What follows belongs to an exercise in optimizing a design on an open flow for a short achievable clock period and few clock cycles; a production flow would make more cautious choices. At most, simulation tests tie the RTL to the original design; equivalence was not proved. Power and IR drop assume default switching activity.

==> inputs of run a <==
==> flow/design.v <==
module ALU(
    input  wire [15:0] in_a,
    input  wire [15:0] in_b,
    input  wire [2:0]  select,
    output reg  [15:0] ALU_out
);
wire big = |in_b[15:4];    
always @(*) begin
    case (select)
        3'b000: ALU_out = in_a + in_b;
        3'b001: ALU_out = in_a - in_b;
        3'b010: ALU_out = in_a & in_b;
        3'b011: ALU_out = in_a | in_b;
        3'b100: ALU_out = in_a ^ in_b;
        3'b101: ALU_out = big ? 16'd0 : (in_a << in_b[3:0]);
        3'b110: ALU_out = big ? 16'd0 : (in_a >> in_b[3:0]);
        default: ALU_out = (in_a == in_b) ? 16'd0 : ((in_a > in_b) ? 16'd1 : 16'd2);
    endcase
end
endmodule
module bitty_cpu(
    input clk,
    input rst,
    output [7:0] imem_addr,
    input [15:0] imem_rdata,
    output [15:0] dmem_addr,
    output [15:0] dmem_wdata,
    output dmem_we,
    input [15:0] dmem_rdata,
    output reg halted
    );
reg [15:0] r [0:7];
reg        c0, c1, c2;
reg [7:0]  fa;           
reg        arr_ok;       
reg        in_reset;     
reg        replay;       
reg [15:0] ibuf;
reg [7:0]  ibuf_pc;
reg        ibuf_pred;
reg [7:0]  d_pc;         
reg        d_pred;       
localparam NB = 4;
reg          b_v   [0:NB-1];
reg [7:0]    b_pc  [0:NB-1];
reg [7:0]    b_tgt [0:NB-1];
reg [1:0]    b_rr;
reg        e_valid, e_alu, e_ld, e_st, e_br;
reg [2:0]  e_op, e_rx;
reg [1:0]  e_cond;
reg [7:0]  e_tgt, e_pc, e_pc1;
reg        e_pred;
reg [15:0] e_a, e_b;
reg        m_valid;
reg [2:0]  m_rx;
wire [15:0] alu_out;
ALU alu(.in_a(e_a), .in_b(e_b), .select(e_op), .ALU_out(alu_out));
wire e_wr    = e_valid & e_alu;
wire e_act   = e_br &
               ((e_cond == 2'b00 & c0) | (e_cond == 2'b01 & c1) | (e_cond == 2'b10 & c2));
wire e_taken = e_valid & (e_act != e_pred);      
wire [7:0] e_fix = e_act ? e_tgt : e_pc1;
assign imem_addr  = e_taken ? e_fix : fa;
reg       p_hit;
reg [7:0] p_tgt;
integer j;
always @(*) begin
    p_hit = 1'b0;
    p_tgt = 8'd0;
    for (j = 0; j < NB; j = j + 1)
        if (b_v[j] & b_pc[j] == imem_addr) begin
            p_hit = 1'b1;
            p_tgt = p_tgt | b_tgt[j];
        end
end
assign dmem_addr  = e_b;
assign dmem_wdata = e_a;
assign dmem_we    = e_valid & e_st;
wire [15:0] ins    = replay ? ibuf : imem_rdata;
wire [7:0]  ins_pc = replay ? ibuf_pc : d_pc;
wire        ins_pred = replay ? ibuf_pred : d_pred;
wire        dv  = (replay | arr_ok) & ~e_taken & ~halted;
wire [1:0] fmt  = ins[1:0];
wire [2:0] rx   = ins[15:13];
wire [2:0] ry   = ins[12:10];
wire       d_alu  = ~fmt[1];
wire       d_ld   = fmt == 2'b11 & ~ins[2];
wire       d_st   = fmt == 2'b11 &  ins[2];
wire       d_br   = fmt == 2'b10 & ins[3:2] != 2'b11;
wire       d_halt = fmt == 2'b10 & ins[3:2] == 2'b11;
wire use_rx = d_alu | d_st;
wire use_ry = fmt == 2'b00 | fmt == 2'b11;
wire stall  = dv & e_valid & e_ld &
              ((use_rx & rx == e_rx) | (use_ry & ry == e_rx) | d_br);
wire m_wr = m_valid;
wire [15:0] ra = (e_wr & e_rx == rx) ? alu_out :
                 (m_wr & m_rx == rx) ? dmem_rdata : r[rx];
wire [15:0] rb = (e_wr & e_rx == ry) ? alu_out :
                 (m_wr & m_rx == ry) ? dmem_rdata : r[ry];
function [2:0] cflags(input [15:0] v);
    cflags = {v == 16'd2, v == 16'd1, v == 16'd0};
endfunction
wire [2:0] alu_fl = cflags(alu_out);
wire [2:0] ld_fl  = cflags(dmem_rdata);
integer i;
always @(posedge clk) begin
    if (rst) begin
        for (i = 0; i < 8; i = i + 1) r[i] <= 16'd0;
        for (i = 0; i < NB; i = i + 1) b_v[i] <= 1'b0;
        b_rr     <= 2'd0;
        d_pred   <= 1'b0;
        {c2, c1, c0} <= 3'b001;
        arr_ok   <= in_reset & fa == 8'd0;
        fa       <= (in_reset & fa == 8'd0) ? 8'd1 : 8'd0;
        in_reset <= 1'b1;
        replay   <= 1'b0;
        e_valid  <= 1'b0;
        m_valid  <= 1'b0;
        halted   <= 1'b0;
    end else begin
        in_reset <= 1'b0;
        arr_ok   <= 1'b1;
        for (i = 0; i < 8; i = i + 1)
            if (e_wr & e_rx == i)
                r[i] <= alu_out;
            else if (m_wr & m_rx == i)
                r[i] <= dmem_rdata;
        if (e_wr)
            {c2, c1, c0} <= alu_fl;
        else if (m_wr)
            {c2, c1, c0} <= ld_fl;
        m_valid <= e_valid & e_ld;
        m_rx    <= e_rx;
        if (e_valid & e_act & ~e_pred) begin
            b_v[b_rr]   <= 1'b1;
            b_pc[b_rr]  <= e_pc;
            b_tgt[b_rr] <= e_tgt;
            b_rr        <= b_rr + 2'd1;
        end
        if (e_valid & e_pred & ~e_act)
            for (i = 0; i < NB; i = i + 1)
                if (b_pc[i] == e_pc)
                    b_v[i] <= 1'b0;
        d_pc   <= imem_addr;
        d_pred <= p_hit;
        if (stall) begin
            fa        <= imem_addr;
            replay    <= 1'b1;
            ibuf      <= ins;
            ibuf_pc   <= ins_pc;
            ibuf_pred <= ins_pred;
            e_valid   <= 1'b0;
        end else begin
            fa      <= p_hit ? p_tgt : imem_addr + 8'd1;
            replay  <= 1'b0;
            e_valid <= dv & ~d_halt;
        end
        if (dv & d_halt)
            halted <= 1'b1;
        e_alu  <= d_alu;
        e_ld   <= d_ld;
        e_st   <= d_st;
        e_br   <= d_br;
        e_op   <= ins[4:2];
        e_rx   <= rx;
        e_cond <= ins[3:2];
        e_tgt  <= ins[11:4];
        e_pc   <= ins_pc;
        e_pc1  <= ins_pc + 8'd1;
        e_pred <= ins_pred;
        e_a    <= ra;
        e_b    <= (fmt == 2'b01) ? {8'd0, ins[12:5]} : rb;
    end
end
endmodule
==> flow/run.sh <==
#!/bin/bash
# synth_recipe.tcl (not shown) runs the flow's synth.tcl, then flattens the netlist and writes it again
# the make line also repeats each setting of config.mk as NAME=value (left out here)
make -C /OpenROAD-flow-scripts/flow DESIGN_CONFIG=/design/flow/config.mk WORK_HOME=/design/flow/orfs CLKGATE_MAP_FILE= SYNTH_SCRIPT=/design/flow/synth_recipe.tcl finish
==> flow/config.mk <==
export PLATFORM = sky130hd
export DESIGN_NAME = bitty_cpu
export DESIGN_NICKNAME = bitty_cpu
export VERILOG_FILES = /design/flow/design.v
export SDC_FILE = /design/flow/constraint.sdc
export NUM_CORES = 4
export LEC_CHECK = 0
export ABC_CLOCK_PERIOD_IN_PS = 2000
export CAP_MARGIN = 20
export CORE_MARGIN = 2
export CORE_UTILIZATION = 40
export SETUP_SLACK_MARGIN = 3.5
export SLEW_MARGIN = 20
==> flow/constraint.sdc <==
create_clock -name core_clock -period 6.0 [get_ports {clk}]
set_input_delay 1.2000 -clock core_clock [delete_from_list [all_inputs] [get_ports {clk}]]
set_output_delay 1.2000 -clock core_clock [all_outputs]
set_load 0.01 [all_outputs]
==> run b (differences from run a) <==
==> flow/design.v (replaced) <==
module ALU(
    input  wire [15:0] in_a,
    input  wire [15:0] in_b,
    input  wire [7:0]  sel,
    output wire [15:0] ALU_out
);
wire [15:0] sum = in_a + in_b;
wire [16:0] dif = {1'b0, in_a} - {1'b0, in_b};
wire        eq  = in_a == in_b;
wire        lt  = dif[16];                  
wire [15:0] cmp = {14'd0, lt, ~lt & ~eq};
wire        big = |in_b[15:4];              
wire [15:0] shl = big ? 16'd0 : in_a << in_b[3:0];
wire [15:0] shr = big ? 16'd0 : in_a >> in_b[3:0];
assign ALU_out = ({16{sel[0]}} & sum)
               | ({16{sel[1]}} & dif[15:0])
               | ({16{sel[2]}} & (in_a & in_b))
               | ({16{sel[3]}} & (in_a | in_b))
               | ({16{sel[4]}} & (in_a ^ in_b))
               | ({16{sel[5]}} & shl)
               | ({16{sel[6]}} & shr)
               | ({16{sel[7]}} & cmp);
endmodule
module bitty_cpu(
    input clk,
    input rst,
    output [7:0] imem_addr,
    input [15:0] imem_rdata,
    output [15:0] dmem_addr,
    output [15:0] dmem_wdata,
    output dmem_we,
    input [15:0] dmem_rdata,
    output reg halted
    );
reg [15:0] r [0:7];
reg [15:0] c;
reg [7:0]  fa;           
reg        arr_ok;       
reg        in_reset;     
reg [7:0]  d_pc;         
reg        d_pred;       
reg        replay;       
reg [15:0] ibuf;
reg [7:0]  ibuf_pc;
reg        ibuf_pred;
reg        e_valid, e_alu, e_ld, e_st, e_br, e_pred;
reg [7:0]  e_sel;
reg [2:0]  e_rx;
reg [1:0]  e_cond;
reg [7:0]  e_tgt, e_pc, e_pc1;
reg [15:0] e_a, e_b;
reg        w_alu, w_ld;      
reg [2:0]  w_rx;
reg [15:0] w_val;
localparam NB = 4;
reg        b_v   [0:NB-1];
reg [7:0]  b_pc  [0:NB-1];
reg [7:0]  b_tgt [0:NB-1];
reg [1:0]  b_rr;
assign imem_addr  = fa;
assign dmem_addr  = e_b;
assign dmem_wdata = e_a;
assign dmem_we    = e_st;        
wire [15:0] alu_out;
ALU alu(.in_a(e_a), .in_b(e_b), .sel(e_sel), .ALU_out(alu_out));
wire [15:0] cc = w_alu ? w_val : c;
wire c_hi0 = cc[15:2] == 14'd0;
wire e_act = e_br & c_hi0 &
             ((e_cond == 2'b00 & ~cc[1] & ~cc[0]) |
              (e_cond == 2'b01 & ~cc[1] &  cc[0]) |
              (e_cond == 2'b10 &  cc[1] & ~cc[0]));
wire e_miss = e_valid & (e_act != e_pred);
wire [7:0] e_fix = e_act ? e_tgt : e_pc1;
wire e_wr = e_alu;               
reg       p_hit;
reg [7:0] p_tgt;
integer j;
always @(*) begin
    p_hit = 1'b0;
    p_tgt = 8'd0;
    for (j = 0; j < NB; j = j + 1)
        if (b_v[j] & b_pc[j] == fa) begin
            p_hit = 1'b1;
            p_tgt = p_tgt | b_tgt[j];
        end
end
wire [15:0] ins      = replay ? ibuf : imem_rdata;
wire [7:0]  ins_pc   = replay ? ibuf_pc : d_pc;
wire        ins_pred = replay ? ibuf_pred : d_pred;
wire        dv       = (replay | arr_ok) & ~e_miss & ~halted;
wire [1:0] fmt    = ins[1:0];
wire [2:0] rx     = ins[15:13];
wire [2:0] ry     = ins[12:10];
wire [2:0] op     = ins[4:2];
wire       d_alu  = ~fmt[1];
wire       d_ld   = fmt == 2'b11 & ~ins[2];
wire       d_st   = fmt == 2'b11 &  ins[2];
wire       d_br   = fmt == 2'b10 & ins[3:2] != 2'b11;
wire       d_halt = fmt == 2'b10 & ins[3:2] == 2'b11;
wire use_rx = d_alu | d_st;
wire use_ry = fmt == 2'b00 | fmt == 2'b11;
wire stall  = dv & e_valid & e_ld &
              ((use_rx & rx == e_rx) | (use_ry & ry == e_rx) | d_br);
wire        w_wr   = w_alu | w_ld;
wire [15:0] w_data = w_ld ? dmem_rdata : w_val;
wire [15:0] ra = (e_wr & e_rx == rx) ? alu_out :
                 (w_wr & w_rx == rx) ? w_data : r[rx];
wire [15:0] rb = (e_wr & e_rx == ry) ? alu_out :
                 (w_wr & w_rx == ry) ? w_data : r[ry];
wire go = dv & ~stall;           
integer i;
always @(posedge clk) begin
    if (rst) begin
        for (i = 0; i < 8; i = i + 1) r[i] <= 16'd0;
        for (i = 0; i < NB; i = i + 1) b_v[i] <= 1'b0;
        c        <= 16'd0;
        b_rr     <= 2'd0;
        arr_ok   <= in_reset & fa == 8'd0;
        fa       <= (in_reset & fa == 8'd0) ? 8'd1 : 8'd0;
        d_pc     <= 8'd0;
        d_pred   <= 1'b0;
        in_reset <= 1'b1;
        replay   <= 1'b0;
        e_valid  <= 1'b0;
        e_alu    <= 1'b0;
        e_ld     <= 1'b0;
        e_st     <= 1'b0;
        e_br     <= 1'b0;
        w_alu    <= 1'b0;
        w_ld     <= 1'b0;
        halted   <= 1'b0;
    end else begin
        in_reset <= 1'b0;
        for (i = 0; i < 8; i = i + 1)
            if (w_wr & w_rx == i)
                r[i] <= w_data;
        if (w_wr)
            c <= w_data;
        w_alu <= e_alu;
        w_ld  <= e_ld;
        w_rx  <= e_rx;
        w_val <= alu_out;
        if (e_valid & e_act & ~e_pred) begin
            b_v[b_rr]   <= 1'b1;
            b_pc[b_rr]  <= e_pc;
            b_tgt[b_rr] <= e_tgt;
            b_rr        <= b_rr + 2'd1;
        end
        if (e_valid & e_pred & ~e_act)
            for (i = 0; i < NB; i = i + 1)
                if (b_pc[i] == e_pc)
                    b_v[i] <= 1'b0;
        d_pc   <= fa;
        d_pred <= p_hit;
        if (e_miss) begin
            fa     <= e_fix;
            arr_ok <= 1'b0;
            replay <= 1'b0;
        end else if (stall) begin
            fa     <= fa;
            arr_ok <= 1'b0;
            replay <= 1'b1;
        end else begin
            fa     <= p_hit ? p_tgt : fa + 8'd1;
            arr_ok <= 1'b1;
            replay <= 1'b0;
        end
        if (stall) begin
            ibuf      <= ins;
            ibuf_pc   <= ins_pc;
            ibuf_pred <= ins_pred;
        end
        if (dv & d_halt)
            halted <= 1'b1;
        e_valid <= go & ~d_halt;
        e_alu   <= go & d_alu;
        e_ld    <= go & d_ld;
        e_st    <= go & d_st;
        e_br    <= go & d_br;
        e_sel   <= 8'd1 << op;
        e_rx    <= rx;
        e_cond  <= ins[3:2];
        e_tgt   <= ins[11:4];
        e_pc    <= ins_pc;
        e_pc1   <= ins_pc + 8'd1;
        e_pred  <= ins_pred;
        e_a     <= ra;
        e_b     <= (fmt == 2'b01) ? {8'd0, ins[12:5]} : rb;
    end
end
endmodule
==> comparison table <==
                                                                          run b        run a
Top-area cell type share of the netlist area                              0.274        0.236
Syn Inst Count                                                             2083         2384
Combinational share of power                                              0.264        0.318
Reg-to-reg slack, setup                                                 2.88 ns      2.38 ns
Arrival time of data at the critical path endpoint                      3.53 ns      2.64 ns
Result of the run                              no timing/DRC/antenna violations  no timing/DRC/antenna violations
Cell variety after synth                                                     86           82
Vias per cell                                                              6.19         6.45
Reg2reg start                                                            e_a[0]      e_op[1]
Least-Margin Pin Slew                                                  0.855 ns      1.19 ns
Part of the cycle the worst path needs                                    0.521        0.641
Most common cell after layout, fill and taps aside                       nor2_1      nand2_1
Max transition margin                                                     0.430        0.205
Source-to-sink clock delay at the later pin of the worst-skew pair      0.56 ns      0.57 ns
Number of stages on the worst hold path                                       1            2
Area fraction in compound gates after synthesis                           0.186        0.222
Die boundary width                                                  230 microns  234 microns
Clock Sink Count                                                            356          318
Testbench counts of run a, summed over its fixed seeds: cycles 75,245.
Function not checked in run b: the RTL went through the layout flow alone.

[separate check: timing with driven ports]
No port has a modelled driver above. Below, the same layouts with a new extraction and two added sets of constraints.
Step 1 (the two cells are an assumption about what drives the block):
set clk [get_ports {clk}]
set_driving_cell -lib_cell sky130_fd_sc_hd__clkbuf_16 $clk
set_driving_cell -lib_cell sky130_fd_sc_hd__buf_2 [delete_from_list [all_inputs] $clk]
Step 2 times the ports against the registers' clock, not the clock port: input delays grow and output delays shrink by t, the midpoint of the rising clock arrivals with the driver on.
Slacks: no drivers / after step 1 / after step 2; pairs: no drivers / after step 1.
run | shift t [ns] | slack for setup (ns) | worst slew at a driven data input, ns
run a | 0.619 | 2.155 / 2.090 / 2.162 | 0.11
run b | 0.609 | 2.876 / 2.876 / 2.533 | 0.06
After both steps setup and hold are still met in every run listed. For run b, which loses most, drivers alone change the setup slack by 0.000 ns; drivers and shift together by -0.343 ns.
